From an optimization exercise on the open Yosys and OpenROAD flow, aimed at small area, a short achievable clock period and few clock cycles per item; shortcuts taken in it are not production practice. Only simulation tests tie the RTL to the original design; equivalence was not proved. Power figures rest on the tool's default switching activity, not on a simulated workload.

run A:
==> flow/design.v <==
module divmod
#(parameter W = 32)
(
    input  wire [W-1:0] n,    
    input  wire [31:0]  b,    
    output wire [W-1:0] ro,   
    output wire         qo    
);
wire [W:0]   c;
wire [W-1:0] x = c[W-1:0] ^ ~b[W-1:0];
assign c[0] = 1'b1;
genvar k;
generate for (k = 0; k < W; k = k + 1) begin : chain
    assign c[k+1] = x[k] ? n[k] : c[k];
end endgenerate
generate if (W < 32) begin : narrow
    assign qo = c[W] & ~|b[31:W];
end else begin : full
    assign qo = c[W];
end endgenerate
assign ro = n ^ ({W{qo}} & x);
endmodule
module div32
(
    input  wire        clk,
    input  wire        rst,
    input  wire        in_valid,
    output wire        in_ready,
    input  wire [31:0] in_q,
    input  wire [31:0] in_b,
    output reg         out_valid,
    output reg  [31:0] out_q,
    output reg  [31:0] out_r
);
assign in_ready = 1'b1;
reg        v0;
reg [31:0] d0;
reg [31:0] b0;
always @(posedge clk) begin
    v0 <= in_valid & ~rst;
    d0 <= in_q;
    b0 <= in_b;
end
wire [0:0] r0;
wire        q0;
divmod #(.W(1)) Stage0 (.n(d0[31]), .b(b0), .ro(r0), .qo(q0));
wire [31:0] e0 = {d0[30:0], q0};
wire [1:0] r1;
wire        q1;
divmod #(.W(2)) Stage1 (.n({r0, e0[31]}), .b(b0), .ro(r1), .qo(q1));
wire [31:0] e1 = {e0[30:0], q1};
wire [2:0] r2;
wire        q2;
divmod #(.W(3)) Stage2 (.n({r1, e1[31]}), .b(b0), .ro(r2), .qo(q2));
wire [31:0] e2 = {e1[30:0], q2};
wire [3:0] r3;
wire        q3;
divmod #(.W(4)) Stage3 (.n({r2, e2[31]}), .b(b0), .ro(r3), .qo(q3));
wire [31:0] e3 = {e2[30:0], q3};
wire [4:0] r4;
wire        q4;
divmod #(.W(5)) Stage4 (.n({r3, e3[31]}), .b(b0), .ro(r4), .qo(q4));
wire [31:0] e4 = {e3[30:0], q4};
wire [5:0] r5;
wire        q5;
divmod #(.W(6)) Stage5 (.n({r4, e4[31]}), .b(b0), .ro(r5), .qo(q5));
wire [31:0] e5 = {e4[30:0], q5};
wire [6:0] r6;
wire        q6;
divmod #(.W(7)) Stage6 (.n({r5, e5[31]}), .b(b0), .ro(r6), .qo(q6));
wire [31:0] e6 = {e5[30:0], q6};
wire [7:0] r7;
wire        q7;
divmod #(.W(8)) Stage7 (.n({r6, e6[31]}), .b(b0), .ro(r7), .qo(q7));
wire [31:0] e7 = {e6[30:0], q7};
wire [8:0] r8;
wire        q8;
divmod #(.W(9)) Stage8 (.n({r7, e7[31]}), .b(b0), .ro(r8), .qo(q8));
wire [31:0] e8 = {e7[30:0], q8};
wire [9:0] r9;
wire        q9;
divmod #(.W(10)) Stage9 (.n({r8, e8[31]}), .b(b0), .ro(r9), .qo(q9));
wire [31:0] e9 = {e8[30:0], q9};
wire [10:0] r10;
wire        q10;
divmod #(.W(11)) Stage10 (.n({r9, e9[31]}), .b(b0), .ro(r10), .qo(q10));
wire [31:0] e10 = {e9[30:0], q10};
wire [11:0] r11;
wire        q11;
divmod #(.W(12)) Stage11 (.n({r10, e10[31]}), .b(b0), .ro(r11), .qo(q11));
wire [31:0] e11 = {e10[30:0], q11};
reg        v1;
reg [31:0] d1;
reg [31:0] b1;
reg [11:0] r1_q;
always @(posedge clk) begin
    v1 <= v0 & ~rst;
    d1 <= e11;
    b1 <= b0;
    r1_q <= r11;
end
wire [12:0] r12;
wire        q12;
divmod #(.W(13)) Stage12 (.n({r1_q, d1[31]}), .b(b1), .ro(r12), .qo(q12));
wire [31:0] e12 = {d1[30:0], q12};
wire [13:0] r13;
wire        q13;
divmod #(.W(14)) Stage13 (.n({r12, e12[31]}), .b(b1), .ro(r13), .qo(q13));
wire [31:0] e13 = {e12[30:0], q13};
wire [14:0] r14;
wire        q14;
divmod #(.W(15)) Stage14 (.n({r13, e13[31]}), .b(b1), .ro(r14), .qo(q14));
wire [31:0] e14 = {e13[30:0], q14};
wire [15:0] r15;
wire        q15;
divmod #(.W(16)) Stage15 (.n({r14, e14[31]}), .b(b1), .ro(r15), .qo(q15));
wire [31:0] e15 = {e14[30:0], q15};
wire [16:0] r16;
wire        q16;
divmod #(.W(17)) Stage16 (.n({r15, e15[31]}), .b(b1), .ro(r16), .qo(q16));
wire [31:0] e16 = {e15[30:0], q16};
wire [17:0] r17;
wire        q17;
divmod #(.W(18)) Stage17 (.n({r16, e16[31]}), .b(b1), .ro(r17), .qo(q17));
wire [31:0] e17 = {e16[30:0], q17};
wire [18:0] r18;
wire        q18;
divmod #(.W(19)) Stage18 (.n({r17, e17[31]}), .b(b1), .ro(r18), .qo(q18));
wire [31:0] e18 = {e17[30:0], q18};
reg        v2;
reg [31:0] d2;
reg [31:0] b2;
reg [18:0] r2_q;
always @(posedge clk) begin
    v2 <= v1 & ~rst;
    d2 <= e18;
    b2 <= b1;
    r2_q <= r18;
end
wire [19:0] r19;
wire        q19;
divmod #(.W(20)) Stage19 (.n({r2_q, d2[31]}), .b(b2), .ro(r19), .qo(q19));
wire [31:0] e19 = {d2[30:0], q19};
wire [20:0] r20;
wire        q20;
divmod #(.W(21)) Stage20 (.n({r19, e19[31]}), .b(b2), .ro(r20), .qo(q20));
wire [31:0] e20 = {e19[30:0], q20};
wire [21:0] r21;
wire        q21;
divmod #(.W(22)) Stage21 (.n({r20, e20[31]}), .b(b2), .ro(r21), .qo(q21));
wire [31:0] e21 = {e20[30:0], q21};
wire [22:0] r22;
wire        q22;
divmod #(.W(23)) Stage22 (.n({r21, e21[31]}), .b(b2), .ro(r22), .qo(q22));
wire [31:0] e22 = {e21[30:0], q22};
wire [23:0] r23;
wire        q23;
divmod #(.W(24)) Stage23 (.n({r22, e22[31]}), .b(b2), .ro(r23), .qo(q23));
wire [31:0] e23 = {e22[30:0], q23};
reg        v3;
reg [31:0] d3;
reg [31:0] b3;
reg [23:0] r3_q;
always @(posedge clk) begin
    v3 <= v2 & ~rst;
    d3 <= e23;
    b3 <= b2;
    r3_q <= r23;
end
wire [24:0] r24;
wire        q24;
divmod #(.W(25)) Stage24 (.n({r3_q, d3[31]}), .b(b3), .ro(r24), .qo(q24));
wire [31:0] e24 = {d3[30:0], q24};
wire [25:0] r25;
wire        q25;
divmod #(.W(26)) Stage25 (.n({r24, e24[31]}), .b(b3), .ro(r25), .qo(q25));
wire [31:0] e25 = {e24[30:0], q25};
wire [26:0] r26;
wire        q26;
divmod #(.W(27)) Stage26 (.n({r25, e25[31]}), .b(b3), .ro(r26), .qo(q26));
wire [31:0] e26 = {e25[30:0], q26};
wire [27:0] r27;
wire        q27;
divmod #(.W(28)) Stage27 (.n({r26, e26[31]}), .b(b3), .ro(r27), .qo(q27));
wire [31:0] e27 = {e26[30:0], q27};
reg        v4;
reg [31:0] d4;
reg [31:0] b4;
reg [27:0] r4_q;
always @(posedge clk) begin
    v4 <= v3 & ~rst;
    d4 <= e27;
    b4 <= b3;
    r4_q <= r27;
end
wire [28:0] r28;
wire        q28;
divmod #(.W(29)) Stage28 (.n({r4_q, d4[31]}), .b(b4), .ro(r28), .qo(q28));
wire [31:0] e28 = {d4[30:0], q28};
wire [29:0] r29;
wire        q29;
divmod #(.W(30)) Stage29 (.n({r28, e28[31]}), .b(b4), .ro(r29), .qo(q29));
wire [31:0] e29 = {e28[30:0], q29};
wire [30:0] r30;
wire        q30;
divmod #(.W(31)) Stage30 (.n({r29, e29[31]}), .b(b4), .ro(r30), .qo(q30));
wire [31:0] e30 = {e29[30:0], q30};
wire [31:0] r31;
wire        q31;
divmod #(.W(32)) Stage31 (.n({r30, e30[31]}), .b(b4), .ro(r31), .qo(q31));
wire [31:0] e31 = {e30[30:0], q31};
always @(posedge clk) begin
    out_valid <= v4 & ~rst;
    out_q     <= e31;
    out_r     <= r31;
end
endmodule
Settings: LEC_CHECK=0, ABC_AREA=1, CAP_MARGIN=20, CORE_MARGIN=2, CORE_UTILIZATION=50, CTS_BUF_LIST=sky130_fd_sc_hd__clkbuf_8 sky130_fd_sc_hd__clkbuf_16, CTS_CLUSTER_SIZE=10, SLEW_MARGIN=20; clock period 140.0 ns.
standard.sh (not shown) runs the stock make flow with config.mk's settings and CLKGATE_MAP_FILE= SYNTH_SCRIPT=/design/flow/synth_recipe.tcl, a recipe that flattens the netlist after the stock synthesis.
==> flow/flow/run.sh <==
#!/bin/bash
# The standard layout, with plain buf_1 cells as the port buffers.
set -euo pipefail
export BUFFER_PORTS_ARGS="-buffer_cell sky130_fd_sc_hd__buf_1"
bash standard.sh finish > flow.log 2>&1
Testbench counts of run A, summed over its fixed seeds: cycles 16,048, items 16,000.
diff inputs: run A => run B
- CORE_UTILIZATION: 50 -> 60
- CTS_CLUSTER_SIZE: 10 -> 20
- CTS_BUF_LIST: sky130_fd_sc_hd__clkbuf_8 sky130_fd_sc_hd__clkbuf_16 -> sky130_fd_sc_hd__clkbuf_8
- CTS_CLUSTER_DIAMETER: unset -> 50
==> flow/flow/run.sh <==
#!/bin/bash
# Own layout flow: the standard layout (standard.sh) with three changes.
#  1. Synthesis is the standard synthesis script (synth_recipe.tcl) except
#     that ABC maps with flow/abc.script (area-oriented mapping without
#     ABC's own buffering and sizing; the placer's repair fixes fanout).
#     Everything else, registers and their names included, is as standard.
#  2. The port buffers are plain sky130_fd_sc_hd__buf_1 cells.
#  3. Clock tree synthesis gets explicit arguments (flow/cts_args.txt):
#     clkbuf_8 cells in sink clusters, without dummy loads.
# Each tool's output goes to its own log in this folder (synth.log,
# layout.log) besides ORFS's own logs under orfs/logs.
set -euo pipefail
here=$(pwd)
abc_script=$here/flow/abc.script
# synthesis script: synth_recipe.tcl with the ABC script swapped
{
  head -n 1 synth_recipe.tcl
  cat <<TCL
proc abc {args} {
  set i [lsearch -exact \$args -script]
  if {\$i >= 0} { lset args [expr {\$i + 1}] $abc_script }
  yosys abc {*}\$args
}
TCL
  tail -n +2 synth_recipe.tcl
} > own_synth.tcl
sed "s#SYNTH_SCRIPT=[^ ]*\.tcl#SYNTH_SCRIPT=$here/own_synth.tcl#" standard.sh > own_standard.sh
if ! grep -q "own_synth.tcl" own_standard.sh; then
  cp standard.sh own_standard.sh   # fall back to the standard synthesis
fi
export BUFFER_PORTS_ARGS="-buffer_cell sky130_fd_sc_hd__buf_1"
export CTS_ARGS="$(cat flow/cts_args.txt)"
bash own_standard.sh synth > synth.log 2>&1
bash own_standard.sh finish > layout.log 2>&1
==> flow/flow/abc.script (new file) <==
strash
dch
map -B 0.9
==> flow/flow/cts_args.txt (new file) <==
-sink_clustering_enable -repair_clock_nets -sink_clustering_size 30 -sink_clustering_max_diameter 60 -buf_list sky130_fd_sc_hd__clkbuf_16 -dont_use_dummy_load
## What came out
- On run B: design area is 4.2% lower than what run A gave.
- Re worst relative slew slack: run B and run A aren't equal, and the higher value belongs to run A.
- Relative to run A, the post-placement cell area of run B is lower by 630 µm².
- Wire: run B routes less than run A
- From run B to run A, total stage count of the critical path did not move at all.
- Changes observed in run B relative to run A: maximum single-stage delay on the critical path increased by 30 ps relative to the old numbers; global routing usage on met3 closely matched the old numbers; wire length of the first global-routing pass decreased by 7.7% relative to the old numbers.
- Run A → run B: total chip power went down; number of cells traversed by the worst register-to-register path went down.
#### Input delta (run C over run B)
- swapping sky130_fd_sc_hd__clkbuf_8 for sky130_fd_sc_hd__clkbuf_8 sky130_fd_sc_hd__clkbuf_16 in CTS_BUF_LIST
- swapping 20 for 10 in CTS_CLUSTER_SIZE
- swapping 60 for 50 in CORE_UTILIZATION
- clearing CTS_CLUSTER_DIAMETER, which used to be 50
-- flow/flow/run.sh --
<<< run B, line 2
# Own layout flow: the standard layout (standard.sh) with three changes.
>>> run C, line 2
# Own layout flow: the standard layout (standard.sh) with two changes.
<<< run B, line 8
#  3. Clock tree synthesis gets explicit arguments (flow/cts_args.txt):
#     clkbuf_8 cells in sink clusters, without dummy loads.
# Each tool's output goes to its own log in this folder (synth.log,
# layout.log) besides ORFS's own logs under orfs/logs.
>>> run C, line 8
# Each tool's output goes to its own log in this folder (and ORFS's logs).
<<< run B, line 27
sed "s#SYNTH_SCRIPT=[^ ]*\.tcl#SYNTH_SCRIPT=$here/own_synth.tcl#" standard.sh > own_standard.sh
if ! grep -q "own_synth.tcl" own_standard.sh; then
  cp standard.sh own_standard.sh   # fall back to the standard synthesis
fi
>>> run C, line 24
sed "s#SYNTH_SCRIPT=[^ ]*synth_recipe.tcl#SYNTH_SCRIPT=$here/own_synth.tcl#" standard.sh > own_standard.sh
grep -q "own_synth.tcl" own_standard.sh
<<< run B, line 32
export CTS_ARGS="$(cat flow/cts_args.txt)"
>>> run C, line 27
removed: flow/flow/cts_args.txt
==> notes.md <==
Cmp run C and run B / global-route usage over all layers / higher: run B
Number of placed instances with taps included: run C > run B
When the final numbers for run C and run B were put side by side, the met1 layer wirelength in the final routing turned out to be smaller in run B.
The power number comes out higher for run C vs run B.
Summary — non-clock buffer count, run C relative to run B: lower, by 1.
Run C — core utilization of the finished layout 9.7 points lower, run B as reference
| power per standard cell area | run C vs run B | about 9% higher |
Compared run C vs run B, and worst hold slack is up in run C.
Inputs modified between run C and run D:
- CTS_CLUSTER_DIAMETER newly set to 50
- CORE_UTILIZATION changed from 50 to 75
- CTS_CLUSTER_SIZE changed from 10 to 20
- CTS_BUF_LIST changed from sky130_fd_sc_hd__clkbuf_8 sky130_fd_sc_hd__clkbuf_16 to sky130_fd_sc_hd__clkbuf_8
==> notes.md <==
Looking at the reports, run D completed the entire flow and the layout it produced met the timing, DRC and antenna checks. Run D and run C ended up with roughly the same minimum hold slack. STATUS relative max-transition margin: run D wins against run C. Run D against run C: total power down 39 µW; area of the die decreased about 33%; switching power share of the total picked up an extra 4.0 points. Summary of run D over run C: design area saw a decrease; final cell count saw a decrease. Compared with run C, run D shows cell-internal power that has gone down by more than 10%. Run D against run C: total wire length went up 450 µm, utilization after layout rose 25 points, via count saw an increase.
Setup changes, run D to run E
- CORE_UTILIZATION changed from 75 to 60
==> flow/flow/run.sh <==
#!/bin/bash
# The standard layout, with plain buf_1 cells as the port buffers.
set -euo pipefail
export BUFFER_PORTS_ARGS="-buffer_cell sky130_fd_sc_hd__buf_1"
bash standard.sh finish > flow.log 2>&1
removed: flow/flow/abc.script
### Flow results
Summary of run E over run D: number of fill cells in the layout climbed about 70%, synthesized-area fraction occupied by xor and xnor cells now sits at about the same level, die area up 11000 µm², achievable clock frequency comparable, cell area went up. Reported for run D and run E, top-level I/O count turned out identical to the last digit.

## static timing again, ports no longer ideal
No port has a modelled driver above. Below, the same layouts with a new extraction and two added sets of constraints.
Step 1 sets driving cells, clkbuf_16 on the clock port and buf_2 on the other inputs (assumed; they add their load-dependent delay and slew).
Step 2 moves the port delays by t, midway between the first and last clock arrival at a register: inputs arrive t later, outputs are due t later. That takes back most of the time a late clock gives input paths.
Slacks: no drivers / after step 1 / after step 2; pairs: no drivers / after step 1.
| run | t (ns) | setup slack, ns | worst slew at a driven data input, ns | cell pins on the clock port's net |
|---|---|---|---|---|
| run A | 0.677 | 110.922 / 110.861 / 111.538 | 0.04 | 1 |
| run B | 0.603 | 110.914 / 110.858 / 111.461 | 0.04 | 1 |
| run C | 0.653 | 110.935 / 110.878 / 111.531 | 0.04 | 1 |
| run D | 0.686 | 110.831 / 110.778 / 111.464 | 0.04 | 1 |
| run E | 0.694 | 110.867 / 110.815 / 111.509 | 0.03 | 1 |
After both steps every run listed still meets setup and hold.
